Background: an optimization exercise with open tools, aiming at small area. Do not read the settings as production practice. No functional check of the RTL was part of this run. No activity file was given, so power comes from the tool's default toggle rates.

<file path="config.mk">
export PLATFORM = sky130hd
export DESIGN_NAME = vga_colorbar
export DESIGN_NICKNAME = vga_colorbar
export VERILOG_FILES = /design/flow/design.v
export SDC_FILE = /design/flow/constraint.sdc
export NUM_CORES = 4
export LEC_CHECK = 0
export CAP_MARGIN = 20
export CORE_AREA = 2.3 2.72 59.8 59.84
export DIE_AREA = 0 0 62 62
export PLACE_DENSITY = 0.9
export SLEW_MARGIN = 20
</file>
<file path="constraint.sdc">
create_clock -name core_clock -period 20.0 [get_ports {sys_clk}]
set_input_delay 4.0000 -clock core_clock [delete_from_list [all_inputs] [get_ports {sys_clk}]]
set_output_delay 4.0000 -clock core_clock [all_outputs]
set_load 0.01 [all_outputs]
</file>
<file path="design.v">
`timescale 1ns/1ps
module vga_pic(e_q, lo_q, seg_q, a_q, b_q, e_d, lo_d, seg_d, a_d, b_d, hsync, vsync, pix);
  input e_q;
  wire e_q;
  input [5:0] lo_q;
  wire [5:0] lo_q;
  input [3:0] seg_q;
  wire [3:0] seg_q;
  input [7:0] a_q;
  wire [7:0] a_q;
  input [1:0] b_q;
  wire [1:0] b_q;
  output e_d;
  wire e_d;
  output [5:0] lo_d;
  wire [5:0] lo_d;
  output [3:0] seg_d;
  wire [3:0] seg_d;
  output [7:0] a_d;
  wire [7:0] a_d;
  output [1:0] b_d;
  wire [1:0] b_d;
  output hsync;
  wire hsync;
  output vsync;
  wire vsync;
  output pix;
  wire pix;
  wire _000_;
  wire _001_;
  wire _002_;
  wire _003_;
  wire _004_;
  wire _005_;
  wire _006_;
  wire _007_;
  wire _008_;
  wire _009_;
  wire _010_;
  wire _011_;
  wire _012_;
  wire _013_;
  wire _014_;
  wire _015_;
  wire _016_;
  wire _017_;
  wire _018_;
  wire _019_;
  wire _020_;
  wire _021_;
  wire _022_;
  wire _023_;
  wire _024_;
  wire _025_;
  wire _026_;
  wire _027_;
  wire _028_;
  wire _029_;
  wire _030_;
  wire _031_;
  wire _032_;
  wire _033_;
  wire _034_;
  wire _035_;
  wire _036_;
  wire _037_;
  wire _038_;
  wire _039_;
  wire _040_;
  wire _041_;
  wire _042_;
  wire _043_;
  wire _044_;
  wire _045_;
  wire _046_;
  wire _047_;
  wire _048_;
  wire _049_;
  wire _050_;
  wire _051_;
  wire _052_;
  wire _053_;
  wire _054_;
  wire _055_;
  wire _056_;
  wire _057_;
  wire _058_;
  wire _059_;
  wire _060_;
  wire _061_;
  wire _062_;
  wire _063_;
  wire _064_;
  wire _065_;
  wire _066_;
  wire _067_;
  wire _068_;
  wire _069_;
  wire _070_;
  wire _071_;
  wire _072_;
  wire _073_;
  wire _074_;
  wire _075_;
  wire _076_;
  wire _077_;
  wire _078_;
  wire _079_;
  wire _080_;
  wire _081_;
  wire _082_;
  wire _083_;
  wire _084_;
  wire _085_;
  wire _086_;
  wire _087_;
  wire _088_;
  wire _089_;
  wire _090_;
  wire _091_;
  wire _092_;
  wire _093_;
  wire _094_;
  wire _095_;
  wire _096_;
  wire _097_;
  wire _098_;
  wire _099_;
  wire _100_;
  wire _101_;
  wire _102_;
  wire _103_;
  wire _104_;
  wire _105_;
  wire _106_;
  wire _107_;
  wire _108_;
  wire _109_;
  wire _110_;
  wire _111_;
  wire _112_;
  wire _113_;
  wire _114_;
  wire _115_;
  wire _116_;
  wire _117_;
  wire _118_;
  wire _119_;
  wire _120_;
  wire _121_;
  wire _122_;
  wire _123_;
  wire _124_;
  wire _125_;
  wire _126_;
  wire _127_;
  wire _128_;
  wire _129_;
  wire _130_;
  wire _131_;
  wire _132_;
  wire _133_;
  wire _134_;
  wire _135_;
  wire _136_;
  wire _137_;
  wire _138_;
  wire _139_;
  wire _140_;
  wire _141_;
  wire _142_;
  wire _143_;
  wire _144_;
  wire _145_;
  wire _146_;
  wire _147_;
  wire _148_;
  wire _149_;
  wire _150_;
  wire _151_;
  wire _152_;
  wire _153_;
  wire _154_;
  wire _155_;
  wire _156_;
  wire _157_;
  wire _158_;
  wire _159_;
  wire _160_;
  wire [7:0] a;
  wire [7:0] a_n;
  wire [1:0] b;
  wire [1:0] b_n;
  wire e;
  wire e_n;
  wire [5:0] lo;
  wire [5:0] lo_n;
  wire [3:0] seg;
  wire [3:0] seg_n;
  wire [7:0] \u.a ;
  wire [4:0] \u.a5 ;
  wire [7:0] \u.a_n ;
  wire [1:0] \u.b ;
  wire [1:0] \u.b_n ;
  wire \u.e ;
  wire \u.e_n ;
  wire \u.hsync ;
  wire [5:0] \u.lo ;
  wire [6:0] \u.lo_i ;
  wire [5:0] \u.lo_n ;
  wire \u.pix ;
  wire \u.right ;
  wire [3:0] \u.seg ;
  wire [4:0] \u.seg_i ;
  wire [3:0] \u.seg_n ;
  wire \u.vsync ;
  assign _113_ = ~seg_q[1];
  assign _114_ = ~(seg_q[3] & seg_q[2]);
  assign _115_ = _113_ & ~(_114_);
  assign _116_ = lo_q[5] & ~(lo_q[4]);
  assign _117_ = lo_q[3] & lo_q[2];
  assign _118_ = ~(_116_ & _117_);
  assign _119_ = _115_ & ~(_118_);
  assign _120_ = lo_q[0] & ~(e_q);
  assign _121_ = _120_ & ~(lo_q[1]);
  assign _122_ = ~_121_;
  assign _123_ = _120_ | ~(lo_q[1]);
  assign lo_d[1] = ~((_119_ | _122_) & _123_);
  assign _124_ = ~(a_q[6] & a_q[7]);
  assign _125_ = _124_ | a_q[5];
  assign _126_ = b_q[1] & ~(a_q[2]);
  assign _127_ = _125_ & _126_;
  assign _128_ = a_q[0] & ~(a_q[1]);
  assign _129_ = ~seg_q[0];
  assign _130_ = _116_ & ~(_129_);
  assign _131_ = lo_q[2] & ~(lo_q[1]);
  assign _132_ = ~(_131_ & _120_);
  assign _133_ = lo_q[3] & ~(_132_);
  assign _134_ = ~(_130_ & _133_);
  assign _135_ = ~_115_;
  assign _136_ = _134_ | _135_;
  assign _137_ = ~b_q[1];
  assign _138_ = _136_ | _137_;
  assign _139_ = _128_ & ~(_138_);
  assign _140_ = ~(_127_ & _139_);
  assign _141_ = a_q[3] & ~(a_q[2]);
  assign _142_ = ~a_q[4];
  assign _143_ = ~(_141_ & _142_);
  assign _144_ = _126_ & ~(_125_);
  assign _145_ = _144_ & ~(_136_);
  assign _146_ = ~((_139_ & _141_) | _145_);
  assign _147_ = ~_146_;
  assign a_d[4] = ~((_140_ | _143_) & (_147_ | _142_));
  assign a_d[2] = _139_ ? _127_ : a_q[2];
  assign _148_ = a_q[1] & ~(a_q[0]);
  assign _149_ = ~(_148_ | _128_);
  assign _150_ = _113_ & ~(_134_);
  assign _151_ = _114_ | ~(_150_);
  assign _152_ = b_q[1] & ~(_151_);
  assign _153_ = _152_ & ~(_144_);
  assign _154_ = ~_153_;
  assign _155_ = _133_ & _116_;
  assign _156_ = ~(_155_ & seg_q[0]);
  assign _157_ = _156_ | _135_;
  assign _158_ = b_q[1] & ~(_157_);
  assign _159_ = ~a_q[1];
  assign a_d[1] = ~((_149_ | _154_) & (_158_ | _159_));
  assign seg_d[0] = _155_ ^ seg_q[0];
  assign seg_d[2] = _150_ ^ seg_q[2];
  assign _160_ = ~((_150_ & seg_q[2]) | seg_q[3]);
  assign seg_d[3] = _157_ & ~(_160_);
  assign _000_ = lo_q[3] & ~(lo_q[4]);
  assign _001_ = _132_ | ~(_000_);
  assign _002_ = ~lo_q[5];
  assign lo_d[5] = ~((_001_ & _002_) | _155_);
  assign _003_ = a_q[6] & ~(_145_);
  assign _004_ = ~a_q[6];
  assign _005_ = _143_ | ~(_128_);
  assign _006_ = _158_ & ~(_005_);
  assign _007_ = _006_ & ~(a_q[5]);
  assign a_d[6] = _007_ ? _004_ : _003_;
  assign _008_ = ~a_q[3];
  assign a_d[3] = ~((_140_ & _008_) | _147_);
  assign _009_ = ~_158_;
  assign a_d[0] = a_q[0] ? _009_ : _153_;
  assign e_d = ~e_q;
  assign lo_d[0] = ~(lo_q[0] ^ e_q);
  assign _010_ = ~lo_q[2];
  assign _011_ = _121_ ^ _010_;
  assign _012_ = _011_ & ~(_155_);
  assign lo_d[2] = _136_ & ~(_012_);
  assign _013_ = ~_119_;
  assign _014_ = _132_ ^ lo_q[3];
  assign lo_d[3] = ~((_013_ | seg_q[0]) & _014_);
  assign _015_ = _131_ | lo_q[3];
  assign _016_ = seg_q[2] | seg_q[1];
  assign _017_ = _016_ | seg_q[3];
  assign hsync = ~((_015_ & _130_) | _017_);
  assign _018_ = b_q[0] & ~(_144_);
  assign b_d[1] = _157_ ? b_q[1] : _018_;
  assign _019_ = ~(a_q[7] | b_q[1]);
  assign _020_ = a_q[3] | a_q[6];
  assign _021_ = _020_ | a_q[0];
  assign vsync = _019_ & ~(_021_);
  assign _022_ = ~((_007_ & a_q[6]) | a_q[7]);
  assign a_d[7] = ~(_022_ | _145_);
  assign _023_ = ~(b_q[0] | b_q[1]);
  assign b_d[0] = _136_ ? b_q[0] : _023_;
  assign _024_ = ~(lo_q[5] & lo_q[3]);
  assign _025_ = _131_ & ~(_024_);
  assign _026_ = _025_ | _116_;
  assign _027_ = _026_ | _141_;
  assign _028_ = ~(lo_q[3] | lo_q[2]);
  assign _029_ = ~((_028_ & lo_q[1]) | lo_q[4]);
  assign _030_ = _002_ & ~(_029_);
  assign _031_ = ~b_q[0];
  assign _032_ = ~((_030_ | b_q[1]) & _031_);
  assign _033_ = lo_q[3] | ~(lo_q[4]);
  assign _034_ = _033_ & ~(_000_);
  assign _035_ = lo_q[0] | ~(lo_q[1]);
  assign _036_ = lo_q[5] ^ lo_q[3];
  assign _037_ = ~((_035_ | lo_q[2]) & _036_);
  assign _038_ = ~(_028_ | _117_);
  assign _039_ = _037_ & _038_;
  assign _040_ = _034_ & ~(_039_);
  assign _041_ = ~((_137_ | seg_q[1]) & _040_);
  assign _042_ = ~(_128_ & a_q[3]);
  assign _043_ = ~((_032_ & _041_) | _042_);
  assign _044_ = ~((_027_ | _043_) & _142_);
  assign _045_ = _026_ | _113_;
  assign _046_ = ~(_045_ | _030_);
  assign _047_ = ~((_044_ | _129_) & _046_);
  assign _048_ = ~_141_;
  assign _049_ = _037_ ? a_q[3] : _048_;
  assign _050_ = ~_038_;
  assign _051_ = ~(lo_q[5] ^ a_q[1]);
  assign _052_ = ~(_149_ & lo_q[0]);
  assign _053_ = lo_q[0] & ~(_149_);
  assign _054_ = ~_053_;
  assign _055_ = ~((_051_ & _052_) | (_054_ & lo_q[1]));
  assign _056_ = _055_ ^ _010_;
  assign _057_ = _056_ ? _050_ : _049_;
  assign _058_ = a_q[3] | ~(a_q[2]);
  assign _059_ = ~((_053_ | _048_) & _058_);
  assign _060_ = ~lo_q[0];
  assign _061_ = ~(a_q[1] ^ lo_q[1]);
  assign _062_ = ~((_060_ | lo_q[5]) & _061_);
  assign _063_ = b_q[1] & ~(b_q[0]);
  assign _064_ = ~(_062_ & _063_);
  assign _065_ = _059_ & ~(_064_);
  assign _066_ = lo_q[0] & lo_q[5];
  assign _067_ = _066_ | _061_;
  assign _068_ = a_q[0] ? _060_ : _067_;
  assign _069_ = ~((_002_ | lo_q[2]) & _008_);
  assign _070_ = lo_q[2] & ~(_066_);
  assign _071_ = ~((_069_ | _070_) & _129_);
  assign _072_ = ~((_065_ & _068_) | _071_);
  assign _073_ = a_q[2] | ~(_056_);
  assign _074_ = ~(_072_ & _073_);
  assign _075_ = _062_ | ~(a_q[0]);
  assign _076_ = ~((_060_ | a_q[0]) & _067_);
  assign _077_ = _075_ & ~(_076_);
  assign _078_ = _031_ ? _137_ : _037_;
  assign _079_ = ~(_077_ & _078_);
  assign _080_ = ~((_079_ & a_q[4]) | (_056_ & _050_));
  assign _081_ = _074_ | _080_;
  assign _082_ = ~((_057_ & _058_) | _081_);
  assign _083_ = _047_ | _082_;
  assign _084_ = ~(_030_ & _129_);
  assign _085_ = _023_ & _148_;
  assign _086_ = _085_ & a_q[2];
  assign _087_ = ~((_063_ & _128_) | _085_);
  assign _088_ = ~((_086_ | _008_) & (_087_ | _040_));
  assign _089_ = ~((_084_ & _088_) | _142_);
  assign _090_ = _089_ | seg_q[1];
  assign _091_ = _023_ | ~(_128_);
  assign _092_ = _091_ & ~(_058_);
  assign _093_ = _129_ & ~(_092_);
  assign _094_ = ~((_035_ & lo_q[2]) | _033_);
  assign _095_ = seg_q[0] & ~(_094_);
  assign _096_ = lo_q[0] & ~(lo_q[1]);
  assign _097_ = ~((_096_ | lo_q[2]) & _000_);
  assign _098_ = ~((_093_ & _044_) | (_095_ & _097_));
  assign _099_ = a_q[4] & ~(a_q[3]);
  assign _100_ = ~((_085_ | a_q[2]) & _099_);
  assign _101_ = ~((_036_ | _034_) & _005_);
  assign _102_ = a_q[6] | ~(a_q[7]);
  assign _103_ = ~a_q[5];
  assign _104_ = _102_ | _103_;
  assign _105_ = seg_q[2] | ~(seg_q[3]);
  assign _106_ = _104_ | _105_;
  assign _107_ = _101_ | _106_;
  assign _108_ = _100_ & ~(_107_);
  assign _109_ = ~((_090_ | _098_) & _108_);
  assign pix = _083_ & ~(_109_);
  assign _110_ = _006_ ^ a_q[5];
  assign a_d[5] = _110_ & ~(_144_);
  assign _111_ = _134_ ^ seg_q[1];
  assign seg_d[1] = _013_ & ~(_111_);
  assign _112_ = ~(_133_ ^ lo_q[4]);
  assign lo_d[4] = _013_ & ~(_112_);
  assign \u.right  = lo_q[5];
  assign \u.a5  = { a[4], a_q[3], a[2:1], a_q[0] };
  assign { \u.seg_i [3:2], \u.seg_i [0] } = { seg_d[3:2], seg_d[0] };
  assign { \u.lo_i [5], \u.lo_i [0] } = { lo_d[5], lo_d[0] };
  assign \u.pix  = pix;
  assign \u.vsync  = vsync;
  assign \u.hsync  = hsync;
  assign \u.b_n  = b_d;
  assign \u.a_n  = { a_d[7:6], a_n[5:4], a_d[3], a_n[2:1], a_d[0] };
  assign \u.seg_n  = { seg_d[3:2], seg_n[1], seg_d[0] };
  assign \u.lo_n  = { lo_d[5], lo_n[4], lo_d[3:2], lo_n[1], lo_d[0] };
  assign \u.e_n  = e_q;
  assign \u.b  = b_q;
  assign \u.a  = { a_q[7:6], a[5:4], a_q[3], a[2:1], a_q[0] };
  assign \u.seg  = { seg_q[3:2], seg[1], seg_q[0] };
  assign \u.lo  = { lo_q[5], lo[4], lo_q[3:2], lo[1], lo_q[0] };
  assign \u.e  = e_d;
  assign b_n = b_d;
  assign { a_n[7:6], a_n[3], a_n[0] } = { a_d[7:6], a_d[3], a_d[0] };
  assign { seg_n[3:2], seg_n[0] } = { seg_d[3:2], seg_d[0] };
  assign { lo_n[5], lo_n[3:2], lo_n[0] } = { lo_d[5], lo_d[3:2], lo_d[0] };
  assign e_n = e_q;
  assign b = b_q;
  assign { a[7:6], a[3], a[0] } = { a_q[7:6], a_q[3], a_q[0] };
  assign { seg[3:2], seg[0] } = { seg_q[3:2], seg_q[0] };
  assign { lo[5], lo[3:2], lo[0] } = { lo_q[5], lo_q[3:2], lo_q[0] };
  assign e = e_d;
endmodule
`timescale 1ns/1ps
module vga_colorbar(
    input  wire        sys_clk,
    input  wire        sys_rst_n,
    output wire        hsync,
    output wire        vsync,
    output wire [15:0] rgb
);
reg        e_q;
reg [5:0]  lo_q;
reg [3:0]  seg_q;
reg [7:0]  a_q;
reg [1:0]  b_q;
wire       e_d;
wire [5:0] lo_d;
wire [3:0] seg_d;
wire [7:0] a_d;
wire [1:0] b_d;
wire       pix;
vga_pic logic_inst (
    .e_q(e_q), .lo_q(lo_q), .seg_q(seg_q), .a_q(a_q), .b_q(b_q),
    .e_d(e_d), .lo_d(lo_d), .seg_d(seg_d), .a_d(a_d), .b_d(b_d),
    .hsync(hsync), .vsync(vsync), .pix(pix)
);
always @(posedge sys_clk or negedge sys_rst_n) begin
    if (!sys_rst_n) begin
        e_q   <= 1'b0;
        lo_q  <= 6'd0;
        seg_q <= 4'd0;
        a_q   <= 8'd0;
        b_q   <= 2'd0;
    end else begin
        e_q   <= e_d;
        lo_q  <= lo_d;
        seg_q <= seg_d;
        a_q   <= a_d;
        b_q   <= b_d;
    end
end
assign rgb = {16{pix}};
endmodule
</file>
<file path="flow/run.sh">
#!/bin/bash
# Layout flow: the standard flow (standard.sh), with two changes:
#  - synthesis is the standard flow's own script (synth_recipe.tcl), except that ABC maps
#    the logic with an area-oriented script (area.abc) instead of ORFS's
#    delay-oriented one, and Yosys's half/full-adder extraction is skipped so
#    that ABC sees all the logic; the registers, their names and cell types
#    are those of the standard synthesis;
#  - the port buffers are sky130_fd_sc_hd__buf_1.
# ORFS writes each tool's log under orfs/logs; make's output is in flow_make.log.
set -euo pipefail
W=$(pwd)
export MY_FLOW_DIR="$W/flow"
bash standard.sh "SYNTH_SCRIPT=$W/flow/my_synth.tcl" \
    "BUFFER_PORTS_ARGS=-buffer_cell sky130_fd_sc_hd__buf_1" finish > "$W/flow_make.log" 2>&1
</file>
<file path="flow/area.abc">
strash
dch -f
amap
topo
</file>
<file path="flow/my_synth.tcl">
# The standard flow's synthesis script (synth_recipe.tcl) with two changes: ABC runs
# flow/area.abc (area-oriented mapping) instead of ORFS's script, and
# extract_fa (half/full-adder extraction) is skipped.
proc abc {args} {
  set i [lsearch -exact $args -script]
  if { $i >= 0 } {
    lset args [expr { $i + 1 }] $::env(MY_FLOW_DIR)/area.abc
  }
  puts "abc (area script): $args"
  yosys abc {*}$args
}
proc extract_fa {args} {
  puts "extract_fa skipped"
}
source $::env(MY_FLOW_DIR)/../synth_recipe.tcl
</file>
<file path="standard.sh">
#!/bin/bash
# synth_recipe.tcl (not shown) runs the flow's synth.tcl, then flattens the netlist and writes it again
# the make line also repeats each setting of config.mk as NAME=value (left out here)
make -C /OpenROAD-flow-scripts/flow DESIGN_CONFIG=/design/flow/config.mk WORK_HOME=/design/flow/orfs CLKGATE_MAP_FILE= SYNTH_SCRIPT=/design/flow/synth_recipe.tcl "${@:-finish}"
</file>
==> flow_metrics.tcl <==
set metrics [dict create \
    synth_warnings 1 \
    fin_skew_ns 0.00502 \
    grt_max_degree 22 \
    syn_inst 195 \
    crit_arrival_ns 3.55 \
    synth_top_area_share_pct 37.0 \
    synth_nets 197 \
    maxCapViolations 0 \
    seq_area_um2 526 \
    path_common_cell "nor2_1" \
    max_slew_margin_pct 55.5 \
    wl_per_cell_um 12.7 \
    startpoint_type "flop" \
    start_util_pct 43.3 \
    syn_to_final_growth_pct 3.87 \
    first_pass_iters 5 \
    post_cts_resized 0 \
    ys.flop_type "dfrtp_1" \
    tns_ns 0 \
    synthTopCellsByArea "dfrtp_1 37%, nor2_1 12%, buf_4 8.5%, a21oi_1 6.3%, clkinv_1 6.3%" \
    path_buf_inv 2 \
    synth-edff-count 0 \
    post_cts_buffers 0 \
    clkSinkCount 21 \
    h-tree-depth 1 \
    coreArea_um2 3280 \
    cts_made_buffers 3 \
    cts_buffer_depth 2 \
    min_path_type "flop to flop" \
    power_density_nw_per_um2 42.8 \
    nets 205 \
    worst_path_max_delay_cell "a2111oi_4" \
    ctsHoldBuffers 0 \
    io_buffers 19 \
    yosysUniqueCellTypes 27 \
    seq_area_frac_synth_pct 37.0 \
    synth_area_um2 1420 \
    clock_latency_ns 0.29 \
    gp_congestion 0.903 \
    drive_gt1_share_pct 2.48 \
    clkTransAtPathRegs_ns 0.12 \
    hold_viol 0 \
    ant_nets 0 \
    drc_errors 0 \
    worst_pin_slew_ns 0.667 \
    cts_root_buffer "clkbuf_4" \
    min_period_over_period_pct 37.7 \
    rows 21 \
    cp-end-kind "primary output" \
    path_max_fanout 16 \
    grt_overflow 0 \
    setup_viol 0 \
    diodes 0 \
    required_ns 16.00 \
    period_needed_ns 7.55 \
    drt_wl_total_mm 3.15 \
    path_class "flop to primary output" \
    mostFrequentLayoutCell "nor2_1" \
    grt_pass1_wl_mm 5.13 \
    dp_hpwl_mm 2.45 \
    critPathMaxStageDelay_ns 0.54 \
    rsz0062_at_grt "false" \
    crit_chain "clkinv_1 > nor2_1 > a21oi_1 > nand2_1 > o221ai_1 > o21ai_0 > nor2_1 > a21oi_1 > nor2b_1 > nor2_1 > a2111oi_0 > a211oi_1 > a2111oi_4 > buf_1" \
    die-area_um2 3840 \
    synth-async-reset-ratio_pct 100 \
    dr_total_vias 1399 \
    final-max-slew-violation-count 0 \
    antenna_found_initial 0 \
    ir_drop_mv 0.0240 \
    syn_area_per_cell_um2 7.29 \
    die_height_um 62 \
    leakage_nw 0.564 \
    synth_seq_cells 21 \
    track_usage_pct 17.9 \
    layout_common_cells "46 x nor2_1, 24 x clkinv_1, 21 x dfrtp_1, 18 x a21oi_1, 18 x buf_1" \
    die_x_um 62 \
    crit_family "compound AO/OA/AOI/OAI gates" \
    post_drt_via_cell_ratio 5.64 \
    first_global_vias 1119 \
    power_mw 0.0632 \
    fillers 342 \
    max_freq_mhz 133 \
    multi_input_area_um2 704 \
    num_io_pins 20 \
    outcome "finished clean" \
    drt_iter0_drc 70 \
    tritoncts "done" \
    yosysTopAreaCell "dfrtp_1" \
]
==> stage by stage <==
stage | hold WS (ns) | cell area (um^2) | instances | worst slack [ns] | util [%]
2_1_floorplan | 0.444 | 1420 | 195 | 11.72 | -
3_3_place_gp | 0.457 | 1440 | 244 | 12.55 | 43.7
3_5_place_dp | 0.457 | 1440 | 244 | 12.52 | 43.8
4_1_cts | 0.483 | 1460 | 248 | 12.16 | 44.6
5_1_grt | 0.499 | 1480 | 248 | 11.88 | 45.0
6_report | 0.481 | 1480 | 248 | 12.45 | 45.0
==> layer usage <==
metal | wire [um] | GRT usage [%]
met4 | 41 | 5.47
met5 | 0 | 0
met2 | 1430 | 28.3
met1 | 1500 | 26.4
met3 | 180 | 1.24
==> cell type report <==
cell class	instances	share of cell area, %
Timing Repair Buffer	19	4.92
Multi-Input combinational cell	134	47.7
Tap cell	46	3.90
Clock buffer	4	1.78
Sequential cell	21	35.6
Inverter	24	6.10
==> final timing paths <==
| path | from | end | slack (ns) | cells past startpoint |
|---|---|---|---|---|
| max | a_q[0] | rgb[14] | 12.45 | 14 |
| min | e_q | e_q | 0.48 | 1 |
| max reg2reg | lo_q[0] | a_q[3] | 16.78 | 13 |
| min reg2reg | e_q | e_q | 0.48 | 1 |
| max in group asynchronous | sys_rst_n | seg_q[2] | 16.05 | 1 |
| min in group asynchronous | sys_rst_n | seg_q[3] | 3.64 | 1 |
==> state kept, by name, indices dropped and copies added (netlist names) <==
| signal | cells |
|---|---|
| b_q | 2 |
| lo_q | 6 |
| a_q | 8 |
| e_q | 1 |
| seg_q | 4 |
==> report_power, final <==
| part | internal, mW | leakage, nW | total [mW] | switching, mW |
|---|---|---|---|---|
| clock | 0.00775 | 0.0150 | 0.0199 | 0.0122 |
| combinational | 0.0000701 | 0.281 | 0.000850 | 0.000780 |
| sequential | 0.0424 | 0.268 | 0.0424 | 0 |
| total | 0.0503 | 0.564 | 0.0632 | 0.0129 |
==> cell usage after synthesis, drive strengths merged (2+ instances only) <==
| library cell | instances |
|---|---|
| nand3 | 6 |
| dfrtp | 21 |
| o221ai | 2 |
| nor4 | 2 |
| nand2 | 14 |
| o21ai | 6 |
| a21oi | 18 |
| a2111oi | 3 |
| nor3 | 6 |
| nor2b | 2 |
| nor2 | 46 |
| o22ai | 7 |
| buf | 16 |
| o21a | 6 |
| clkinv | 24 |
| a31oi | 3 |
| a211oi | 3 |
==> cells by family after synthesis <==
| family | synth area share (%) |
|---|---|
| flip-flops | 37.0 |
| AND/OR/NAND/NOR | 23.9 |
| AO/OA/AOI/OAI | 24.4 |
| buffers and inverters | 14.8 |

[what the ideal ports hide]
No port has a modelled driver above. Below, the same layout with a new extraction and two added sets of constraints.
Step 1 sets driving cells, clkbuf_16 on the clock port and buf_2 on the other inputs (assumed; they add their load-dependent delay and slew).
Step 2 adds t to the input delays and takes it off the output delays; t is the mean of the earliest and latest rising clock arrival at the registers after step 1. Input paths then give back, and output paths get back, about the clock's delay inside the block.
Slacks: ideal / step 1 / step 2; pairs: ideal / step 1.
t, ns: 0.315
setup WS [ns]: 12.453 / 12.430 / 12.744
hold slack, ns: 0.481 / 0.481 / 0.481
clock arrival spread, ns: 0.005 / 0.005
After both steps setup and hold are still met in this run. For this run, drivers alone change the setup slack by -0.023 ns; drivers and shift together by +0.291 ns.
